This is an optimization exercise on Yosys and OpenROAD, whose aim is a short achievable clock period and few clock cycles, not a production implementation.
Only simulation tests tie the RTL to the original design; equivalence was not proved.
Power and IR drop assume default switching activity.

[config.mk]
export PLATFORM = sky130hd
export DESIGN_NAME = opc6cpu
export DESIGN_NICKNAME = opc6cpu
export VERILOG_FILES = /design/flow/design.v
export SDC_FILE = /design/flow/constraint.sdc
export NUM_CORES = 4
export LEC_CHECK = 0
export CAP_MARGIN = 20
export CORE_MARGIN = 2
export CORE_UTILIZATION = 40
export SETUP_SLACK_MARGIN = 4
export SLEW_MARGIN = 20
[constraint.sdc]
create_clock -name core_clock -period 8.0 [get_ports {clk}]
set_input_delay 1.6000 -clock core_clock [delete_from_list [all_inputs] [get_ports {clk}]]
set_output_delay 1.6000 -clock core_clock [all_outputs]
set_load 0.01 [all_outputs]
[design.v]
module opc6cpu(
    input[15:0] din,             
    input clk,
    input reset_b,
    input[1:0] int_b,            
    input clken,                 
    output vpa,
    output vda,
    output vio,
    output[15:0] dout,           
    output[15:0] address,        
    output rnw);                 
    localparam MOV=5'h0,AND=5'h1,OR=5'h2,XOR=5'h3,ADD=5'h4,ADC=5'h5,STO=5'h6,LD=5'h7,ROR=5'h8,JSR=5'h9,SUB=5'hA,SBC=5'hB,INC=5'hC,LSR=5'hD,DEC=5'hE,ASR=5'hF;
    localparam HLT=5'h10,BSWP=5'h11,PPSR=5'h12,GPSR=5'h13,RTI=5'h14,NOT=5'h15,OUT=5'h16,IN=5'h17,PUSH=5'h18,POP=5'h19,CMP=5'h1A,CMPC=5'h1B;
    localparam EI=3,S=2,C=1,Z=0,INT_VECTOR0=16'h0002,INT_VECTOR1=16'h0004;
    function [16:0] add16(input [15:0] a, input [15:0] b, input ci);
        reg [15:0] g, p, gg, pp, gn, pn;
        reg [16:0] c;
        integer i, d;
        begin
            g = a & b;
            p = a ^ b;
            gg = g; pp = p;
            for (d = 1; d < 16; d = d * 2) begin
                gn = gg; pn = pp;
                for (i = d; i < 16; i = i + 1) begin
                    gn[i] = gg[i] | (pp[i] & gg[i-d]);
                    pn[i] = pp[i] & pp[i-d];
                end
                gg = gn; pp = pn;
            end
            c[0] = ci;
            for (i = 1; i < 17; i = i + 1) c[i] = gg[i-1] | (pp[i-1] & ci);
            add16 = {c[16], p ^ c[15:0]};
        end
    endfunction
    function zero16(input [15:0] a, input [15:0] b, input ci);
        reg [15:0] k;
        begin
            k = {a[14:0] | b[14:0], ci};
            zero16 = ~|(a ^ b ^ k);
        end
    endfunction
    reg s_fet0, s_fet1, s_ead, s_rdm, s_exec, s_wrm, s_int;
    reg [15:0] RF_q[14:1];
    reg [15:0] PC_q, PCI_q;
    reg [3:0]  PSRI_q;
    reg [7:0]  PSR_q;
    reg [4:0]  op_q;
    reg [3:0]  src_q, dst_q;
    reg        ld_q, sto_q, wbk_q, io_q, src15_q, dst15_q, pred_q, direct_q;
    reg        c_log, c_add, c_sub, c_xor, c_gpsr, c_not, c_bswp, c_shr, c_def, c_ppsr, c_cmp, c_jsr, c_rti, c_wr;
    reg [15:0] A_q, B_q, OPD_q, OPX_q;
    reg        cin_q;
    reg [15:0] F1S_q;      
    reg        rst_q;
    reg [1:0]  intb_q;
    reg [15:0] daddr_q;    
    reg        vpa_q, vda_q, vio_q, rnw_q;
    assign address = (vda_q | vio_q) ? daddr_q : PC_q;
    assign dout    = A_q;        
    assign vpa     = vpa_q;
    assign vda     = vda_q;
    assign vio     = vio_q;
    assign rnw     = rnw_q;
    wire        cin     = cin_q;
    wire [16:0] sum     = add16(A_q, OPX_q, cin);
    wire        sum_z   = zero16(A_q, OPX_q, cin);
    wire [15:0] r_log   = op_q[0] ? (A_q & OPD_q) : (A_q | OPD_q);
    wire [15:0] r_xor   = A_q ^ OPD_q;
    wire [15:0] r_gpsr  = {8'b0,PSR_q};
    wire [15:0] r_not   = ~OPD_q;
    wire [15:0] r_bswp  = {OPD_q[7:0],OPD_q[15:8]};
    wire [15:0] r_shr   = {(op_q[2]==0)?PSR_q[C]:(op_q[0]==1)?OPD_q[15]:1'b0,OPD_q[15:1]};
    wire [15:0] result  = ({16{c_add|c_sub}} & sum[15:0]) | ({16{c_log}} & r_log) | ({16{c_xor}} & r_xor) |
                          ({16{c_gpsr}} & r_gpsr) | ({16{c_not}} & r_not) | ({16{c_bswp}} & r_bswp) |
                          ({16{c_shr}} & r_shr) | ({16{c_def}} & OPD_q);
    wire        r_zero  = ((c_add|c_sub) & sum_z) | (c_log & ~|r_log) | (c_xor & ~|r_xor) | (c_gpsr & ~|r_gpsr) |
                          (c_not & ~|r_not) | (c_bswp & ~|OPD_q) | (c_shr & ~|r_shr) | (c_def & ~|OPD_q);
    wire        r_carry = ((c_add|c_sub) & sum[16]) | (c_shr & OPD_q[0]) | (!(c_add|c_sub|c_shr) & PSR_q[C]);
    wire [7:0]  psr_x   = c_ppsr ? OPD_q[7:0] : (!dst15_q) ? {PSR_q[7:3],result[15],r_carry,r_zero} : PSR_q;
    wire [3:0]  swiid   = psr_x[7:4];
    wire        x_we    = s_exec && c_wr;
    wire [15:0] x_wdata = c_jsr ? PC_q : result;
    wire        hw_int  = !(&intb_q) && PSR_q[EI];
    wire        x_toint = hw_int || (c_ppsr && (|swiid));
    wire        x_jump  = dst15_q || c_jsr;
    wire        d_page2 = (din[15:13]==3'b001);
    wire [4:0]  d_op    = {d_page2,din[11:8]};
    wire        d_long  = din[12];
    wire        d_ld    = (din[11:8]==4'h7) || (d_op==POP);
    wire        d_sto   = (din[11:8]==4'h6) || (d_op==PUSH);
    wire        d_wbk   = (d_op==PUSH) || (d_op==POP);
    wire        d_io    = (d_op==IN) || (d_op==OUT);
    wire        d_useor = d_long || d_ld || d_sto || (d_op==INC) || (d_op==DEC) || d_wbk;    
    wire [15:0] d_or    = {16{d_op==PUSH}}^({12'b0,(d_op==DEC)||(d_op==INC)?din[7:4]:{3'b0,(d_op==POP)}});
    wire [3:0]  d_src   = din[7:4];
    wire [3:0]  d_dst   = din[3:0];
    wire        d_log   = (d_op==AND)||(d_op==OR);
    wire        d_add   = (d_op==ADD)||(d_op==ADC)||(d_op==INC);
    wire        d_sub   = (d_op==SUB)||(d_op==SBC)||(d_op==CMP)||(d_op==CMPC)||(d_op==DEC);
    wire        d_xor   = (d_op==XOR);
    wire        d_gpsr  = (d_op==GPSR);
    wire        d_not   = (d_op==NOT);
    wire        d_bswp  = (d_op==BSWP);
    wire        d_shr   = (d_op==ROR)||(d_op==ASR)||(d_op==LSR);
    wire        d_def   = !(d_log|d_add|d_sub|d_xor|d_gpsr|d_not|d_bswp|d_shr);
    wire        d_cmp   = (d_op==CMP)||(d_op==CMPC);
    wire        d_wr    = !d_cmp && (d_dst!=4'h0) && (d_dst!=4'hF);
    wire        pred_old = d_page2 || (din[13] ^ (din[14] ? (din[15] ? PSR_q[S] : PSR_q[Z]) : (din[15] ? PSR_q[C] : 1'b1)));
    wire        pred_new = d_page2 || (din[13] ^ (din[14] ? (din[15] ? psr_x[S] : psr_x[Z]) : (din[15] ? psr_x[C] : 1'b1)));
    wire        p       = s_exec ? pred_new : pred_old;
    wire [16:0] PC_a1   = add16(PC_q, 16'd1, 1'b0);
    wire [15:0] PC_p1   = PC_a1[15:0];
    wire [16:0] PC_a2   = add16(PC_q, 16'd2, 1'b0);
    wire [15:0] PC_p2   = PC_a2[15:0];
    wire [16:0] PCI_a1  = add16(PCI_q, 16'd1, 1'b0);
    wire [15:0] PCI_p1  = PCI_a1[15:0];
    wire        rti_d   = s_exec && c_rti;
    wire [15:0] nb1     = rti_d ? PCI_q  : PC_p1;       
    wire [15:0] nb2     = rti_d ? PCI_p1 : PC_p2;       
    wire [15:0] rfv [0:15];
    wire [15:0] rfw [0:15];
    genvar gi;
    generate for (gi = 1; gi < 15; gi = gi + 1) begin : rfread
        assign rfv[gi] = RF_q[gi];
        assign rfw[gi] = RF_q[gi];
    end endgenerate
    assign rfv[0] = 16'h0;
    assign rfw[0] = 16'h0;
    assign rfv[15] = nb1;
    assign rfw[15] = nb2;
    wire        fwd_s   = x_we && (d_src==dst_q);
    wire        fwd_d   = x_we && (d_dst==dst_q);
    wire [15:0] ex_src  = fwd_s ? x_wdata : rfv[d_src];
    wire [15:0] ex_dst  = fwd_d ? x_wdata : rfv[d_dst];
    wire [15:0] f1s_d   = fwd_s ? x_wdata : rfw[d_src];
    wire [15:0] val_src = ex_src;    
    wire [15:0] val_dst = ex_dst;
    wire [15:0] d_opd   = d_useor ? d_or : ex_src;
    wire        d_smem  = !d_long && (d_ld || d_sto);
    wire        d_sjmp  = !d_long && !d_page2 && (din[11:8]==4'h0) && (d_dst==4'hF) && !hw_int && !rti_d;
    wire        d_direct= d_smem && (d_op!=PUSH) && !rti_d;
    wire        d_rtisc = !d_long && (d_op==RTI) && (d_dst==4'hF) && !hw_int && !rti_d;    
    wire [15:0] f1_src  = F1S_q;
    wire        f1_mem  = ld_q || sto_q;
    wire [16:0] f1_add  = add16(f1_src, din, 1'b0);
    wire [15:0] f1_sum  = f1_add[15:0];
    wire [15:0] f1_ea   = ((dst_q==4'h0) && !f1_mem) ? din : f1_sum;
    wire        f1_z    = zero16(f1_src, din, 1'b0);
    wire        f1_jmp  = c_jsr || ((op_q==MOV) && dst15_q);
    wire [15:0] e_src   = B_q;
    wire [16:0] e_add   = add16(e_src, OPD_q, 1'b0);
    wire [15:0] e_ea    = e_add[15:0];
    wire [16:0] B_a1    = add16(B_q, 16'd1, 1'b0);
    wire [7:0]  psr_n   = c_rti ? {4'b0,PSRI_q} : psr_x;
    wire [7:0]  f1_psr  = (c_jsr && !dst15_q) ? {PSR_q[7:3],f1_ea[15],PSR_q[C],(dst_q==4'h0) ? !(|din) : f1_z} : PSR_q;
    wire        disp    = s_fet0 || (s_exec && !x_toint && !x_jump);    
    wire        ld_d    = s_fet0 || s_exec;                               
    wire        C_next  = s_exec ? (c_rti ? PSRI_q[C] : psr_x[C]) : PSR_q[C];
    wire [15:0] vec     = (!intb_q[1]) ? INT_VECTOR1 : INT_VECTOR0;
    always @(posedge clk)
        if (clken) begin
            if (ld_d) begin
                op_q    <= d_op;
                src_q   <= d_src;
                dst_q   <= d_dst;
                ld_q    <= d_ld;
                sto_q   <= d_sto;
                wbk_q   <= d_wbk;
                io_q    <= d_io;
                src15_q <= (d_src==4'hF);
                dst15_q <= (d_dst==4'hF);
                {c_log,c_add,c_sub,c_xor,c_gpsr,c_not,c_bswp,c_shr,c_def} <= {d_log,d_add,d_sub,d_xor,d_gpsr,d_not,d_bswp,d_shr,d_def};
                c_ppsr  <= (d_op==PPSR);
                c_cmp   <= d_cmp;
                c_jsr   <= (d_op==JSR);
                c_rti   <= (d_op==RTI);
                c_wr    <= d_wr;
                cin_q   <= d_sub ? (din[8] ? C_next : 1'b1) : (din[8] & C_next);
                A_q     <= ex_dst;
                B_q     <= ex_src;
                F1S_q   <= f1s_d;
                OPD_q   <= d_opd;
                OPX_q   <= d_opd ^ {16{d_sub}};
                pred_q  <= p;
                direct_q<= d_direct;
            end
            if (s_fet1) begin
                OPD_q  <= f1_ea;
                OPX_q  <= f1_ea ^ {16{c_sub}};
                if (dst15_q)
                    A_q <= PC_p1;
            end
            if (s_ead) begin
                OPD_q  <= e_ea;
                OPX_q  <= e_ea ^ {16{c_sub}};
            end
            if (s_rdm) begin
                OPD_q  <= din;
                OPX_q  <= din ^ {16{c_sub}};
            end
            if (x_we)
                RF_q[dst_q] <= x_wdata;
            if (s_fet1 && pred_q && !ld_q && !sto_q && c_jsr && !dst15_q && (dst_q!=4'h0))
                RF_q[dst_q] <= PC_p1;
            if ((s_rdm || s_wrm) && wbk_q && !src15_q && (src_q!=4'h0))
                RF_q[src_q] <= (s_rdm && direct_q) ? B_a1[15:0] : OPD_q;
        end
    always @(posedge clk)
        if (clken) begin
            rst_q  <= !reset_b;
            intb_q <= int_b;
            if (rst_q) begin
                {s_fet0,s_fet1,s_ead,s_rdm,s_exec,s_wrm,s_int} <= 7'b1000000;
                {PC_q,PCI_q,PSRI_q,PSR_q} <= 0;
                {vpa_q,vda_q,vio_q,rnw_q} <= 4'b1001;
            end else begin
                {s_fet0,s_fet1,s_ead,s_rdm,s_exec,s_wrm,s_int} <= 7'b0;
                {vpa_q,vda_q,vio_q,rnw_q} <= 4'b0001;
                if (disp) begin
                    if (!p) begin
                        s_fet0 <= 1'b1;
                        PC_q   <= d_long ? nb2 : nb1;
                        vpa_q  <= 1'b1;
                    end else if (d_long) begin
                        s_fet1 <= 1'b1;
                        PC_q   <= nb1;
                        vpa_q  <= 1'b1;
                    end else if (d_rtisc) begin
                        s_fet0 <= 1'b1;
                        PC_q   <= PCI_q;
                        vpa_q  <= 1'b1;
                    end else if (d_sjmp) begin
                        s_fet0 <= 1'b1;
                        PC_q   <= val_src;
                        vpa_q  <= 1'b1;
                    end else if (d_direct) begin
                        s_rdm  <= d_ld;
                        s_wrm  <= d_sto;
                        PC_q   <= nb1;
                        daddr_q<= val_src;
                        vda_q  <= !d_io;
                        vio_q  <= d_io;
                        rnw_q  <= !d_sto;
                    end else if (d_smem) begin
                        s_ead  <= 1'b1;
                        PC_q   <= nb1;
                    end else begin
                        s_exec <= 1'b1;
                        PC_q   <= nb1;
                        vpa_q  <= 1'b1;
                    end
                end
                if (s_exec) begin
                    PSR_q <= psr_n;
                    if (x_toint) begin
                        s_fet0 <= 1'b1;
                        vpa_q  <= 1'b1;
                        PC_q   <= vec;
                        PCI_q  <= c_rti ? PCI_q : x_jump ? result : PC_q;
                        PSRI_q <= psr_n[3:0];
                        PSR_q  <= {psr_n[7:4],1'b0,psr_n[2:0]};
                    end else if (x_jump) begin
                        s_fet0 <= 1'b1;
                        PC_q   <= c_rti ? PCI_q : result;
                        vpa_q  <= 1'b1;
                    end
                end
                if (s_fet1) begin
                    if (!pred_q) begin
                        s_fet0 <= 1'b1;
                        PC_q   <= PC_p1;
                        vpa_q  <= 1'b1;
                    end else if (ld_q) begin
                        s_rdm  <= 1'b1;
                        PC_q   <= PC_p1;
                        daddr_q<= (op_q==POP) ? f1_src : f1_ea;
                        vda_q  <= !io_q;
                        vio_q  <= io_q;
                    end else if (sto_q) begin
                        s_wrm  <= 1'b1;
                        PC_q   <= PC_p1;
                        daddr_q<= f1_ea;
                        vda_q  <= !io_q;
                        vio_q  <= io_q;
                        rnw_q  <= 1'b0;
                    end else if (f1_jmp) begin
                        s_fet0 <= 1'b1;
                        vpa_q  <= 1'b1;
                        if (hw_int) begin
                            PC_q   <= vec;
                            PCI_q  <= f1_ea;
                            PSRI_q <= f1_psr[3:0];
                            PSR_q  <= {f1_psr[7:4],1'b0,f1_psr[2:0]};
                        end else begin
                            PC_q   <= f1_ea;
                            PSR_q  <= f1_psr;
                        end
                    end else begin
                        s_exec <= 1'b1;
                        PC_q   <= PC_p1;
                        vpa_q  <= 1'b1;
                    end
                end
                if (s_ead) begin
                    if (ld_q) begin
                        s_rdm  <= 1'b1;
                        daddr_q<= (op_q==POP) ? e_src : e_ea;
                        vda_q  <= !io_q;
                        vio_q  <= io_q;
                    end else if (sto_q) begin
                        s_wrm  <= 1'b1;
                        daddr_q<= e_ea;
                        vda_q  <= !io_q;
                        vio_q  <= io_q;
                        rnw_q  <= 1'b0;
                    end else begin
                        s_exec <= 1'b1;
                        vpa_q  <= 1'b1;
                    end
                end
                if (s_rdm) begin
                    s_exec <= 1'b1;
                    vpa_q  <= 1'b1;
                end
                if (s_wrm) begin
                    s_fet0 <= 1'b1;
                    vpa_q  <= 1'b1;
                    if (hw_int) begin
                        PC_q   <= vec;
                        PCI_q  <= PC_q;
                        PSRI_q <= PSR_q[3:0];
                        PSR_q[EI] <= 1'b0;
                    end
                end
                if (disp && d_rtisc)
                    PSR_q <= {4'b0,PSRI_q};
                if (s_int) begin
                    {PC_q,PCI_q,PSRI_q,PSR_q[EI]} <= {vec,PC_q,PSR_q[3:0],1'b0};
                    s_fet0 <= 1'b1;
                    vpa_q  <= 1'b1;
                end
                if (!(s_fet0|s_fet1|s_ead|s_rdm|s_exec|s_wrm|s_int)) begin
                    s_fet0 <= 1'b1;
                    vpa_q  <= 1'b1;
                end
            end
        end
endmodule
[run.sh]
#!/bin/bash
# synth_recipe.tcl (not shown) runs the flow's synth.tcl, then flattens the netlist and writes it again
# the make line also repeats each setting of config.mk as NAME=value (left out here)
make -C /OpenROAD-flow-scripts/flow DESIGN_CONFIG=/design/flow/config.mk WORK_HOME=/design/flow/orfs CLKGATE_MAP_FILE= SYNTH_SCRIPT=/design/flow/synth_recipe.tcl finish
==> results.toml, run 1 <==
[status]
status = "complete, no violations"

[routing]
wire_per_inst_um = 35.0
routed_wl_um = 175000
avgViaCountPerCell = 6.99
ant_nets = 0
drt-initial-drc-count = 6716
dr.pass1.iters = 9
drc = 0
vias = 35000

[cells_and_area]
multi_input_area_sq_mm = 0.0202
drive_gt1_share_pct = 18.3
final_cell_mix = "444 x nor2_1, 412 x edfxtp_1, 389 x a21oi_1"
utilization_pct = 48.6
finalNetCount = 4018
fillers = 7713
seq_area_sq_mm = 0.0124
area_delta_synth_final_pct = 20.9
final_common_cell = "nor2_1"

[synth]
synth_area_per_cell_sq_um = 8.67
synth-edff-count = 412
netlist_instances = 3783
yosysUniqueCellTypes = 106
synth-main-ff-cell = "edfxtp_1"
ys_ff_latch = 412
yosysSeqAreaShare_pct = 37.7
async_reset_ff_share_pct = 0
ys_warn_count = 1
syn-cell-area_sq_mm = 0.0328

[grt]
grt_pass1_vias = 31500
grt-ovfl-total = 0
grt_use_total_pct = 39.1
grt_max_degree = 68
grt_pass1_wl_um = 239000
antenna_found_initial = 9

[setup_path]
end_kind = "flop"
path_max_fanout = 16
cp_data_arrival_time_ps = 4350
cp.required_ps = 8200
critPathLaunchType = "flop"
worstSetupPathType = "reg -> reg"

[clock_network]
cts_tree = "yes"
cts_root_buf = "clkbuf_16"
cts_buffers = 50
h-tree-depth = 2
clock_sinks = 412
clock_latency_ps = 670
max-clock-path-buffers = 3
clk_pin_slew_worst_paths_ps = 70

[timing]
finalMaxSlewViolations = 0
rsz0062_at_grt = "yes"
slew_headroom_pct = 12.3
fmax_mhz = 241
skew_ps = 64.3
period_share_pct = 51.9
worst_slew_pin_slew_ps = 1310
hold_viol_final = 0
setup_tns_ps = 0
finalSetupViolCount = 0
finalCriticalPeriod_ps = 4150

[flow_run]
max-cap-violations = 0

[die]
die-area_sq_mm = 0.0843
die_w_um = 290
row_count = 105
core_sq_mm = 0.0816
io_pins = 57
dieHeight_um = 290
initial_core_util_pct = 40.2

[placement]
dpl.hpwl_um = 123000
port_buffers = 56
gp_congestion = 1.07

[pwr]
power_density_mw_per_mm2 = 209
vdd.ir_drop.worst_v = 0.000179
p_leak_nw = 14.5

[min_path]
hold_path_class = "reg -> reg"
final timing paths:
kind | depth (start not counted) | slack, ps | start | endpoint
setup reg to reg | 5 | 3850 | OPD_q[4] | vpa_q
setup / recovery | 5 | 3850 | OPD_q[4] | vpa_q
hold / removal | 2 | 630 | io_q | vio_q
hold reg to reg | 2 | 630 | io_q | vio_q
area by class of cell:
| cell class | instances | area share [%] |
|---|---|---|
| Clock buffer | 55 | 3.20 |
| Sequential cell | 412 | 31.2 |
| Antenna cell | 8 | 0.0505 |
| Multi-Input combinational cell | 2922 | 50.9 |
| Clock inverter | 37 | 0.997 |
| Tap cell | 1070 | 3.38 |
| Inverter | 120 | 1.42 |
| Timing Repair Buffer | 376 | 8.86 |
worst max-delay path, cell delays in order, from the launching register on:
cell	delay, ps
edfxtp_1	670
or4_1	730
a21oi_4	520
nor2_1	290
nor2_1	960
nand4_1	510
state kept, by name, indices dropped and copies added, names as in the netlist, 2 cells and up:
signal,flops
A_q,16
B_q,16
F1S_q,16
OPD_q,16
OPX_q,16
PCI_q,16
PC_q,16
PSRI_q,4
PSR_q,8
RF_q,224
daddr_q,16
dst_q,4
intb_q,2
op_q,5
src_q,4
cells by family after synthesis:
group,count (synthesis),synth area share [%]
AOI/OAI and AO/OA,1276,25.6
xor gates and xnor gates,163,4.43
adders and majority gates,115,4.46
buffers and inverters,449,5.45
DFF,412,37.7
muxes,159,5.13
and+or+nand+nor,1209,17.2
where the power goes:
group          internal, mW  switching, mW  total, mW
combinational          1.10           1.97       3.08
clock                  1.35           1.05       2.39
sequential             2.58          0.239       2.82
total                  5.03           3.26       8.29
metrics by stage:
step | worst slack (ps) | hold WS, ps | instances | power, mW | instance area, sq um
2_1_floorplan | 3620 | 575 | 3783 | 4.28 | 33000
3_3_place_gp | 1980 | 610 | 4726 | 5.36 | 34800
3_5_place_dp | 1930 | 622 | 4726 | 5.37 | 34800
4_1_cts | 3910 | 638 | 4876 | 7.88 | 37700
5_1_grt | 3790 | 678 | 4993 | 8.44 | 39600
6_report | 3850 | 632 | 5000 | 8.29 | 39700
synthesized netlist by cell type, types with 35 or more instances:
cell type / number / area share [%]
xnor2_1: 111 / 3.0
nand2_1: 286 / 3.3
mux2i_1: 119 / 3.6
nor4_1: 41 / 0.78
o211ai_1: 60 / 1.4
mux2_2: 35 / 1.2
ha_1: 112 / 4.3
buf_2: 40 / 0.61
nor3_1: 75 / 1.1
a211oi_1: 48 / 1.1
o21ai_0: 207 / 3.2
nand4_1: 45 / 0.86
nand3_1: 103 / 1.6
edfxtp_1: 412 / 38
a221oi_1: 40 / 1.1
nor2_1: 458 / 5.2
clkbuf_1: 265 / 3.0
inv_1: 107 / 1.2
xor2_1: 50 / 1.3
a21oi_1: 407 / 6.2
a22oi_1: 157 / 3.6
metal layers:
layer | part of all wire, % | GRT usage, % | vias to the layer above | wire length (um)
met5 | 0.019 | 0 | - | 34
met4 | 10 | 28.0 | 4 | 17500
met3 | 14 | 12.7 | 890 | 25200
met2 | 41 | 58.0 | 3197 | 71900
met1 | 35 | 47.9 | 16500 | 60400
li1 | - | - | 14400 | -
what timing repair did:
item / in CTS / in global routing
endpoints found under the setup margin: 201 / 193
gates cloned: 1 / 12
pin swaps: 27 / 56
gates resized for setup: 207 / 176
hold buffers: 0 / 0
setup buffers: 57 / 104
Testbench counts, summed over its fixed seeds: cycles 109,470.
==> inputs of run 2 (changes only) <==
--- a/design.v
+++ b/design.v
@@ -47,4 +47,5 @@
     reg [3:0]  PSRI_q;
     reg [7:0]  PSR_q;
+    reg        jsrf_q;     
     reg [4:0]  op_q;
     reg [3:0]  src_q, dst_q;
@@ -65,5 +66,6 @@
     assign rnw     = rnw_q;
     wire        cin     = cin_q;
-    wire [16:0] sum     = add16(A_q, OPX_q, cin);
+    wire [16:0] sum;
+    opc6add u_add_x (.a(A_q), .b(OPX_q), .ci(cin), .s(sum));
     wire        sum_z   = zero16(A_q, OPX_q, cin);
     wire [15:0] r_log   = op_q[0] ? (A_q & OPD_q) : (A_q | OPD_q);
@@ -108,5 +110,6 @@
     wire        d_cmp   = (d_op==CMP)||(d_op==CMPC);
     wire        d_wr    = !d_cmp && (d_dst!=4'h0) && (d_dst!=4'hF);
-    wire        pred_old = d_page2 || (din[13] ^ (din[14] ? (din[15] ? PSR_q[S] : PSR_q[Z]) : (din[15] ? PSR_q[C] : 1'b1)));
+    wire [7:0]  PSR_f   = jsrf_q ? {PSR_q[7:3],PC_q[15],PSR_q[C],!(|PC_q)} : PSR_q;    
+    wire        pred_old = d_page2 || (din[13] ^ (din[14] ? (din[15] ? PSR_f[S] : PSR_f[Z]) : (din[15] ? PSR_f[C] : 1'b1)));
     wire        pred_new = d_page2 || (din[13] ^ (din[14] ? (din[15] ? psr_x[S] : psr_x[Z]) : (din[15] ? psr_x[C] : 1'b1)));
     wire        p       = s_exec ? pred_new : pred_old;
@@ -140,10 +143,11 @@
     wire [15:0] d_opd   = d_useor ? d_or : ex_src;
     wire        d_smem  = !d_long && (d_ld || d_sto);
-    wire        d_sjmp  = !d_long && !d_page2 && (din[11:8]==4'h0) && (d_dst==4'hF) && !hw_int && !rti_d;
+    wire        d_sjmp  = !d_long && !d_page2 && (din[11:8]==4'h0) && (d_dst==4'hF) && !rti_d;
     wire        d_direct= d_smem && (d_op!=PUSH) && !rti_d;
-    wire        d_rtisc = !d_long && (d_op==RTI) && (d_dst==4'hF) && !hw_int && !rti_d;    
+    wire        d_rtisc = !d_long && (d_op==RTI) && (d_dst==4'hF) && !rti_d;    
     wire [15:0] f1_src  = F1S_q;
     wire        f1_mem  = ld_q || sto_q;
-    wire [16:0] f1_add  = add16(f1_src, din, 1'b0);
+    wire [16:0] f1_add;
+    opc6add u_add_f1 (.a(f1_src), .b(din), .ci(1'b0), .s(f1_add));
     wire [15:0] f1_sum  = f1_add[15:0];
     wire [15:0] f1_ea   = ((dst_q==4'h0) && !f1_mem) ? din : f1_sum;
@@ -155,6 +159,5 @@
     wire [16:0] B_a1    = add16(B_q, 16'd1, 1'b0);
     wire [7:0]  psr_n   = c_rti ? {4'b0,PSRI_q} : psr_x;
-    wire [7:0]  f1_psr  = (c_jsr && !dst15_q) ? {PSR_q[7:3],f1_ea[15],PSR_q[C],(dst_q==4'h0) ? !(|din) : f1_z} : PSR_q;
-    wire        disp    = s_fet0 || (s_exec && !x_toint && !x_jump);    
+    wire        disp    = (s_fet0 && !hw_int) || (s_exec && !x_toint && !x_jump);    
     wire        ld_d    = s_fet0 || s_exec;                               
     wire        C_next  = s_exec ? (c_rti ? PSRI_q[C] : psr_x[C]) : PSR_q[C];
@@ -215,4 +218,5 @@
                 {s_fet0,s_fet1,s_ead,s_rdm,s_exec,s_wrm,s_int} <= 7'b1000000;
                 {PC_q,PCI_q,PSRI_q,PSR_q} <= 0;
+                jsrf_q <= 1'b0;
                 {vpa_q,vda_q,vio_q,rnw_q} <= 4'b1001;
             end else begin
@@ -289,13 +293,6 @@
                         s_fet0 <= 1'b1;
                         vpa_q  <= 1'b1;
-                        if (hw_int) begin
-                            PC_q   <= vec;
-                            PCI_q  <= f1_ea;
-                            PSRI_q <= f1_psr[3:0];
-                            PSR_q  <= {f1_psr[7:4],1'b0,f1_psr[2:0]};
-                        end else begin
-                            PC_q   <= f1_ea;
-                            PSR_q  <= f1_psr;
-                        end
+                        PC_q   <= f1_ea;
+                        jsrf_q <= c_jsr && !dst15_q;
                     end else begin
                         s_exec <= 1'b1;
@@ -328,10 +325,16 @@
                     s_fet0 <= 1'b1;
                     vpa_q  <= 1'b1;
+                end
+                if (s_fet0) begin
+                    jsrf_q <= 1'b0;
                     if (hw_int) begin
+                        s_fet0 <= 1'b1;
+                        vpa_q  <= 1'b1;
                         PC_q   <= vec;
                         PCI_q  <= PC_q;
-                        PSRI_q <= PSR_q[3:0];
-                        PSR_q[EI] <= 1'b0;
-                    end
+                        PSRI_q <= PSR_f[3:0];
+                        PSR_q  <= {PSR_f[7:4],1'b0,PSR_f[2:0]};
+                    end else
+                        PSR_q  <= PSR_f;
                 end
                 if (disp && d_rtisc)
@@ -349,2 +352,23 @@
         end
 endmodule
+module opc6add(input [15:0] a, input [15:0] b, input ci, output [16:0] s);
+    reg [15:0] g, p, gg, pp, gn, pn;
+    reg [16:0] c;
+    integer i, d;
+    always @( * ) begin
+        g = a & b;
+        p = a ^ b;
+        gg = g; pp = p;
+        for (d = 1; d < 16; d = d * 2) begin
+            gn = gg; pn = pp;
+            for (i = d; i < 16; i = i + 1) begin
+                gn[i] = gg[i] | (pp[i] & gg[i-d]);
+                pn[i] = pp[i] & pp[i-d];
+            end
+            gg = gn; pp = pn;
+        end
+        c[0] = ci;
+        for (i = 1; i < 17; i = i + 1) c[i] = gg[i-1] | (pp[i-1] & ci);
+    end
+    assign s = {c[16], p ^ c[15:0]};
+endmodule
--- a/config.mk
+++ b/config.mk
@@ -11,2 +11,3 @@
 export SETUP_SLACK_MARGIN = 4
 export SLEW_MARGIN = 20
+export SYNTH_HIERARCHICAL = 1
==> results.toml, run 2 <==
[grt]
grt_pass1_vias = 29900
grt_max_degree = 53
antenna_found_initial = 7
grt_use_total_pct = 38.5
grt-ovfl-total = 0
grt_pass1_wl_um = 226000

[pwr]
finalPower_mw = 8.04
pwr-share-clk_pct = 30.8
p_leak_nw = 14.3
vdd.ir_drop.worst_v = 0.000175
power_density_mw_per_mm2 = 211
pwr-share-comb_pct = 34.9
p_sw_share_pct = 37.9
p_seq_share_pct = 34.3
p_switching_mw = 3.04
p_int_mw = 4.99

[timing]
hold_viol_final = 0
period_share_pct = 53.7
finalMaxSlewViolations = 0
rsz0062_at_grt = "yes"
slew_headroom_pct = 26.1
skew_ps = 27.9
finalHoldWorstSlack_ps = 592
worst_slew_pin_slew_ps = 1100
setup_tns_ps = 0
finalCriticalPeriod_ps = 4300
fmax_mhz = 233
finalSetupViolCount = 0

[routing]
routed_wl_um = 164000
drt-initial-drc-count = 5355
avgViaCountPerCell = 6.83
dr.pass1.iters = 6
ant_nets = 0
vias = 32500
wire_per_inst_um = 34.5
drc = 0

[setup_path]
cp_top_family = "compound AO/OA/AOI/OAI gates"
reg2reg_slack_ps = 3700
cpMaxStageDelayCell = "edfxtp_1"
cp_data_arrival_time_ps = 4800
worstPathCellList = "ha_4 > a211oi_4 > buf_4 > buf_6 > o21ai_4 > a31oi_4 > o31ai_4 > o22a_1 > o21ai_1 > a21o_1 > a31oi_4 > a21oi_2 > a21oi_2 > a21oi_2 > mux2i_2 > buf_6 > buf_6 > or4_1 > a31oi_1 > o31a_1"
r2r_start = "OPX_q[0]"
end_kind = "flop"
crit_path_max_incr_delay_ps = 500
cp.required_ps = 8500
path_max_fanout = 5
rr_worst_depth = 20
worstReg2RegEnd = "PC_q[11]"
path_buf_inv = 4
critPathLaunchType = "flop"
worstSetupPathType = "reg -> reg"

[placement]
port_buffers = 56
dpl.hpwl_um = 113000
gp_congestion = 1.04

[cells_and_area]
final_common_cell = "edfxtp_1"
fillers = 7525
largest_reg_flops = 224
final_cell_mix = "413 x edfxtp_1, 381 x nor2_1, 354 x a21oi_1"
area_delta_synth_final_pct = 19.8
drive_gt1_share_pct = 17.8
top_register = "RF_q"
finalNetCount = 3787

[status]
status = "complete, no violations"

[clock_network]
clock_sinks = 413
cts_root_buf = "clkbuf_16"
cts_buffers = 52
holdBufCountCts = 0
cts_tree = "yes"
h-tree-depth = 2
max-clock-path-buffers = 3
clock_latency_ps = 650
clk_pin_slew_worst_paths_ps = 60

[synth]
ys_warn_count = 8
synth_area_per_cell_sq_um = 8.86
netlist_instances = 3594
syn-cell-area_sq_mm = 0.0318

[die]
row_count = 103
die_w_um = 286
initial_core_util_pct = 40.4
die-area_sq_mm = 0.0818
core_sq_mm = 0.0789
dieHeight_um = 286
io_pins = 57

[min_path]
worst_hold_path.num_cells = 2
min_to = "daddr_q[9]"
hold_path_class = "reg -> reg"
holdCritStartpoint = "daddr_q[9]"

[flow_run]
max-cap-violations = 0
## run 2: layout make-up
type	instances	area, sq um	share of cell area, %
Sequential cell	413	12400	32.5
Inverter	95	385	1.01
Timing Repair Buffer	328	3010	7.89
Tap cell	1050	1310	3.44
Clock buffer	56	1340	3.51
Antenna cell	5	12.5	0.0328
Multi-Input combinational cell	2774	19300	50.6
Clock inverter	40	382	1.00
## run 2: what timing repair did
item                       CTS  global route
setup buffers               66            57
setup endpoints to repair  202           133
pin swaps                   44            69
cloned                       2             5
gates resized for setup    194           146
## run 2: power groups by stage
stage | Clock (mW) | Sequential (mW) | Combinational, mW
5_1_grt | 2.53 | 2.76 | 2.90
4_1_cts | 2.46 | 2.75 | 2.51
3_5_place_dp | 0 | 2.82 | 2.28
2_1_floorplan | 0 | 2.69 | 1.46
6_report | 2.47 | 2.76 | 2.81
3_3_place_gp | 0 | 2.82 | 2.27
## run 2: worst max path at each step
stage                  start         end  slack, ps  depth (start not counted)
CTS                   din[4]    OPX_q[7]       3900                         11
finish              OPX_q[0]    PC_q[11]       3700                         20
global placement      din[7]    OPX_q[1]       1910                         13
floorplan              clken  RF_q[2][0]       3370                          7
global route        OPX_q[0]      s_exec       3610                         20
detailed placement    din[4]   OPX_q[10]       2020                          8
## run 2: per-layer routing
layer,GRT usage [%],vias up,wire length [um]
li1,-,13600,-
met1,46.7,15500,58400
met2,58.5,2589,70400
met3,9.86,794,19200
met4,29.8,4,16100
met5,0.174,-,29
## run 2: stage by stage
stage	setup WS [ps]	cells	utilization, %	area (sq um)
after floorplan	3370	3596	-	32000
after global placement	1910	4527	42.8	33700
after detailed placement	2020	4529	42.8	33800
after CTS	3900	4693	46.8	36900
after global routing	3610	4757	48.3	38100
final	3700	4761	48.4	38100
## run 2: worst reg2reg max path: stages (launching register included)
cell,delay [ps]
edfxtp_1,500
ha_4,340
a211oi_4,60
buf_4,160
buf_6,110
o21ai_4,170
a31oi_4,130
o31ai_4,320
o22a_1,220
o21ai_1,70
a21o_1,230
a31oi_4,220
a21oi_2,90
a21oi_2,160
a21oi_2,60
mux2i_2,190
buf_6,180
buf_6,140
or4_1,450
a31oi_1,210
o31a_1,140
Testbench counts of run 2, summed over its fixed seeds: cycles 109,470.
==> inputs of run 3 (changes only) <==
--- a/config.mk
+++ b/config.mk
@@ -11,3 +11,2 @@
 export SETUP_SLACK_MARGIN = 4
 export SLEW_MARGIN = 20
-export SYNTH_HIERARCHICAL = 1
==> results.toml, run 3 <==
[setup_path]
rr_worst_depth = 12
critPathLaunchType = "flop"
end_kind = "flop"
reg2reg_slack_ps = 3780
path_max_fanout = 10
worstSetupPathType = "reg -> reg"
worstReg2RegEnd = "PC_q[15]"
cp.required_ps = 8480
worstSetupStartpoint = "PC_q[7]"
cp_data_arrival_time_ps = 4700
r2r_start = "PC_q[7]"

[timing]
finalMaxSlewViolations = 0
finalCriticalPeriod_ps = 4220
rsz0062_at_grt = "yes"
setup_tns_ps = 0
slew_headroom_pct = 26.8
fmax_mhz = 237
hold_viol_final = 0
worst_slack_ps = 3780
worst_slew_pin_slew_ps = 1070
finalHoldWorstSlack_ps = 623
period_share_pct = 52.7
skew_ps = 73.0
finalSetupViolCount = 0

[synth]
ys_warn_count = 2
netlist_instances = 3530
synthTopCellsByArea = "edfxtp_1 39%, a21oi_1 5.8%, mux2i_1 4.9%, nor2_1 4.9%, ha_1 3.9%"
async_reset_ff_share_pct = 0
yosys.area.top_type = "edfxtp_1"
ys_top_cells_by_count = "413 x edfxtp_1, 410 x nor2_1, 365 x a21oi_1, 281 x clkbuf_1, 268 x nand2_1"
yosysTopAreaCellShare_pct = 39.4
synth-edff-count = 413
synth-main-ff-cell = "edfxtp_1"
syn-cell-area_sq_mm = 0.0315
synth_area_per_cell_sq_um = 8.91
yosysMostFrequentCell = "edfxtp_1"
yosysSeqAreaShare_pct = 39.4
ys_ff_latch = 413
yosysUniqueCellTypes = 85

[cells_and_area]
utilization_pct = 49.1
largest_reg_flops = 224
instances_no_fill = 4714
finalNetCount = 3753
final_common_cell = "edfxtp_1"
final_cell_mix = "413 x edfxtp_1, 400 x nor2_1, 339 x a21oi_1"
area_delta_synth_final_pct = 21.1
fillers = 7380
stdcell_area_sq_mm = 0.0381
top_register = "RF_q"
drive_gt1_share_pct = 19.0

[die]
core_sq_mm = 0.0776
row_count = 102
io_pins = 57
die_w_um = 284
dieHeight_um = 284
initial_core_util_pct = 40.5
die-area_sq_mm = 0.0809

[clock_network]
max-clock-path-buffers = 3
cts_buffers = 50
clk_pin_slew_worst_paths_ps = 60
clock_latency_ps = 660
cts_tree = "yes"
holdBufCountCts = 0
cts_root_buf = "clkbuf_16"
clock_sinks = 413
h-tree-depth = 2

[routing]
vias = 32700
ant_nets = 0
dr.pass1.iters = 7
drc = 0
avgViaCountPerCell = 6.94
drt-initial-drc-count = 5471
wire_per_inst_um = 34.4
routed_wl_um = 162000

[grt]
grt_max_degree = 68
antenna_found_initial = 8
grt_pass1_wl_um = 225000
grt_use_total_pct = 38.4
grt-ovfl-total = 0
grt_pass1_vias = 30100

[min_path]
hold_path_class = "reg -> reg"
worst_hold_path.num_cells = 2
min_to = "PSR_q[1]"
holdCritStartpoint = "PSRI_q[1]"

[status]
status = "complete, no violations"

[placement]
place_ws_ps = 2210
port_buffers = 56
gp_congestion = 1.03
dp.cells = 4463
dpl_cell_area_sq_mm = 0.0336
dpl.hpwl_um = 110000

[pwr]
power_density_mw_per_mm2 = 210
vdd.ir_drop.worst_v = 0.000182
p_leak_nw = 14.1
finalPower_mw = 8.01

[flow_run]
max-cap-violations = 0
==> run 3: cell types whose count changed in the layout (fill, tap and decap cells not counted), moves of 19 or more <==
cell / previous run / this run
buf_4: 235 / 267
nor2b_1: 41 / 19
nand2_1: 283 / 260
nand3_1: 136 / 71
nor2_1: 381 / 400
==> run 3: worst max-delay path by stage <==
| stage | end | slack, ps |
|---|---|---|
| 2_1_floorplan | OPX_q[15] | 3570 |
| 3_3_place_gp | PC_q[11] | 2200 |
| 3_5_place_dp | daddr_q[15] | 2210 |
| 4_1_cts | OPD_q[14] | 3880 |
| 5_1_grt | OPD_q[14] | 3810 |
| 6_report | PC_q[15] | 3780 |
==> run 3: where the power goes <==
group | total (mW) | switching, mW | leakage, nW | internal, mW
Sequential | 2.76 | 0.178 | 3.86 | 2.58
Clock | 2.53 | 1.05 | 0.858 | 1.48
Combinational | 2.72 | 1.72 | 9.41 | 0.996
==> run 3: per-layer routing <==
layer | routed length [um] | global-route usage (%) | share of wire [%] | up-vias
li1 | - | - | - | 13600
met1 | 56900 | 47.2 | 35 | 15500
met2 | 68100 | 57.8 | 42 | 2740
met3 | 21300 | 10.9 | 13 | 873
met4 | 15700 | 27.6 | 9.7 | 12
met5 | 86 | 0 | 0.053 | -
==> run 3: cell type report <==
cell class,count,area [sq um],area share [%]
Timing Repair inverter,1,11.3,0.0296
Antenna cell,2,5.00,0.0131
Clock inverter,35,502,1.32
Timing Repair Buffer,361,3340,8.76
Inverter,93,367,0.962
Clock buffer,58,1280,3.36
Multi-Input combinational cell,2711,18900,49.6
Sequential cell,413,12400,32.6
Tap cell,1040,1300,3.42
==> run 3: kinds of logic (layout without fill, tap and decap cells) <==
group,after synthesis,count (layout),synth area share [%]
mux,213,213,7.09
compound gates,1180,1180,24.5
fa+ha+maj,101,101,4.09
flops,413,413,39.4
other cells,0,2,0
xor+xnor,173,173,4.82
simple gates,1041,1044,15.1
buf+inv,409,548,5.00
==> run 3: repair_timing <==
action	in CTS	in global routing
setup endpoints to repair	189	174
cloned	5	6
buffers inserted	74	70
pin swaps	44	60
resized for setup	200	125
==> run 3: worst max-delay path, cell delays in order, from the launching register on <==
cell and delay, ps:
edfxtp_1 800, and4_1 420, nand4_1 280, nor4_2 580
xnor2_1 150, a21oi_1 570, a21oi_1 150, o22ai_1 150
buf_4 200, a222oi_1 100, mux2i_1 270, a31oi_2 210
a211oi_2 210
==> inputs of run 4 (changes only) <==
--- a/config.mk
+++ b/config.mk
@@ -9,4 +9,4 @@
 export CORE_MARGIN = 2
 export CORE_UTILIZATION = 40
-export SETUP_SLACK_MARGIN = 4
+export SETUP_SLACK_MARGIN = 5
 export SLEW_MARGIN = 20
==> results.toml, run 4 <==
[pwr]
pwr-share-comb_pct = 40.6
power_density_mw_per_mm2 = 195
p_int_mw = 5.63
p_switching_mw = 3.44
p_sw_share_pct = 37.9
pwr-share-clk_pct = 28.9
vdd.ir_drop.worst_v = 0.000177
finalPower_mw = 9.07
p_leak_nw = 17.7
p_seq_share_pct = 30.5

[clock_network]
clock_sinks = 413
clk_pin_slew_worst_paths_ps = 70
clock_latency_ps = 660
holdBufCountCts = 0
max-clock-path-buffers = 3
cts_root_buf = "clkbuf_16"
cts_tree = "yes"
cts_buffers = 51
h-tree-depth = 2

[synth]
yosysMostFrequentCell = "edfxtp_1"
ys_warn_count = 2
yosysSeqAreaShare_pct = 39.4
synth-main-ff-cell = "edfxtp_1"
async_reset_ff_share_pct = 0
netlist_instances = 3530
synthTopCellsByArea = "edfxtp_1 39%, a21oi_1 5.8%, mux2i_1 4.9%, nor2_1 4.9%, ha_1 3.9%"
ys_ff_latch = 413
ys_top_cells_by_count = "413 x edfxtp_1, 410 x nor2_1, 365 x a21oi_1, 281 x clkbuf_1, 268 x nand2_1"
yosysTopAreaCellShare_pct = 39.4
syn-cell-area_sq_mm = 0.0315
synth-edff-count = 413
yosysUniqueCellTypes = 85
synth_area_per_cell_sq_um = 8.91
yosys.area.top_type = "edfxtp_1"

[min_path]
hold_path_class = "reg -> reg"
min_to = "vio_q"
holdCritStartpoint = "io_q"
worst_hold_path.num_cells = 2

[timing]
period_share_pct = 57.6
rsz0062_at_grt = "yes"
finalMaxSlewViolations = 0
fmax_mhz = 217
finalSetupViolCount = 0
skew_ps = 81.4
setup_tns_ps = 0
worst_slew_pin_slew_ps = 1380
finalCriticalPeriod_ps = 4610
hold_viol_final = 0
slew_headroom_pct = 6.82
finalHoldWorstSlack_ps = 634

[cells_and_area]
final_common_cell = "edfxtp_1"
drive_gt1_share_pct = 36.9
final_cell_mix = "413 x edfxtp_1, 389 x buf_4, 366 x nor2_1"
utilization_pct = 59.9
finalNetCount = 4165
area_delta_synth_final_pct = 47.9
stdcell_area_sq_mm = 0.0465
largest_reg_flops = 224
top_register = "RF_q"

[die]
die_w_um = 284
io_pins = 57
row_count = 102
core_sq_mm = 0.0776
die-area_sq_mm = 0.0809
initial_core_util_pct = 40.5
dieHeight_um = 284

[setup_path]
worstSetupPathType = "reg -> reg"
reg2reg_slack_ps = 3390
worstSetupStartpoint = "A_q[7]"
r2r_start = "A_q[7]"
path_max_fanout = 7
end_kind = "flop"
critPathLaunchType = "flop"
rr_worst_depth = 15
cp.required_ps = 8350
cp_data_arrival_time_ps = 4950
worstReg2RegEnd = "PC_q[1]"

[placement]
gp_congestion = 1.05
dpl_cell_area_sq_mm = 0.0342
port_buffers = 56
dpl.hpwl_um = 111000

[routing]
ant_nets = 0
routed_wl_um = 193000
dr.pass1.iters = 11
vias = 36900
drc = 0
drt-initial-drc-count = 7224
avgViaCountPerCell = 7.20
wire_per_inst_um = 37.6

[grt]
grt_pass1_wl_um = 255000
grt_pass1_vias = 33100
grt-ovfl-total = 0
grt_max_degree = 68
grt_use_total_pct = 44.2
antenna_found_initial = 19

[status]
status = "complete, no violations"

[flow_run]
max-cap-violations = 0
-- run 4: cell count changes in the layout (fill, tap and decap cells not counted), moves of 26 or more --
cell	delta
a21oi_1	-50
a21oi_2	+34
a221oi_1	-26
a22oi_1	-39
a22oi_2	+39
buf_12	+68
buf_4	+122
buf_6	+195
buf_8	+27
clkdlybuf4s50_1	-37
mux2_4	+28
nor2_1	-34
o21ai_0	-45
-- run 4: how the worst max path moves through the flow --
stage,slack [ps],end,cells past startpoint
global placement,2040,OPD_q[14],13
finish,3390,PC_q[1],15
global route,3570,PC_q[1],15
floorplan,3570,OPX_q[15],12
CTS,3730,OPX_q[15],14
detailed placement,1970,OPD_q[14],13
-- run 4: final cells by class --
class / instances / area [sq um]
fillers: 6382 / 31100
multi-input cells: 2715 / 21900
flip-flops and latches: 413 / 12400
repair buffers: 765 / 8640
clock buffers: 60 / 1310
well taps: 1040 / 1300
clock inverters: 30 / 495
inverters: 93 / 422
repair inverters: 4 / 46.3
diodes: 7 / 17.5
-- run 4: logic make-up (layout without fill, tap and decap cells) --
family | count (synthesis) | after routing | share of synthesized area [%]
xor gates and xnor gates | 173 | 173 | 4.82
muxes | 213 | 217 | 7.09
other | 0 | 7 | 0
AOI/OAI and AO/OA | 1180 | 1180 | 24.5
adders and majority gates | 101 | 101 | 4.09
and+or+nand+nor | 1041 | 1044 | 15.1
DFF | 413 | 413 | 39.4
buffers and inverters | 409 | 952 | 5.00
-- run 4: what timing repair did --
| action | in CTS | in global routing |
|---|---|---|
| buffers inserted | 387 | 186 |
| cloned | 31 | 7 |
| setup endpoints to repair | 761 | 623 |
| gates resized for setup | 897 | 328 |
| pin swaps | 209 | 199 |
-- run 4: critical path, stage by stage, from the launching register on --
cell	delay [ps]
edfxtp_1	640
inv_2	120
ha_4	330
and3_4	230
a21boi_4	250
a21oi_4	90
a211oi_2	280
a21o_1	160
nand2_1	100
a211oi_4	340
mux2i_4	300
buf_12	150
buf_6	100
inv_4	60
o211ai_1	940
a311oi_1	200
-- run 4: per-layer routing --
metal,vias to the layer above,part of all wire [%],track usage (%)
li1,14400,-,-
met1,17300,32,50.9
met2,3755,39,63.3
met3,1416,16,18.5
met4,18,12,37.7
met5,-,0.10,0
-- run 4: power by group through the flow --
| stage | registers (mW) | clock network (mW) | logic [mW] |
|---|---|---|---|
| floorplan | 2.69 | 0 | 1.55 |
| global placement | 2.85 | 0 | 2.24 |
| detailed placement | 2.85 | 0 | 2.25 |
| CTS | 2.75 | 2.59 | 3.06 |
| global route | 2.76 | 2.67 | 3.75 |
| finish | 2.76 | 2.62 | 3.69 |
-- run 4: through the flow --
stage / worst slack, ps / std cells
floorplan: 3570 / 3530
global placement: 2040 / 4419
detailed placement: 1970 / 4419
CTS: 3730 / 4927
global route: 3570 / 5121
finish: 3390 / 5127

[what the ideal ports hide]
No port has a modelled driver above. Below, the same layouts with a new extraction and two added sets of constraints.
Step 1: set_driving_cell puts a clkbuf_16 on clk and a buf_2 on each other input, an assumption about the parent block.
Step 2 times the ports against the registers' clock, not the clock port: input delays grow and output delays shrink by t, the midpoint of the rising clock arrivals with the driver on.
a / b / c = ideal / step 1 / step 2; a / b = the first two.
run	t, ns	setup WS [ns]	clock arrival spread, ns	worst data-port slew with drivers (ns)
run 1	0.698	3.852 / 3.791 / 3.093	0.065 / 0.065	0.29
run 2	0.709	3.705 / 3.705 / 3.119	0.028 / 0.028	0.26
run 3	0.685	3.783 / 3.783 / 3.243	0.073 / 0.073	0.22
run 4	0.687	3.394 / 3.389 / 2.702	0.081 / 0.082	0.37
After both steps every run listed still meets setup and hold. For run 1, which loses most, drivers alone change the setup slack by -0.061 ns; drivers and shift together by -0.759 ns.
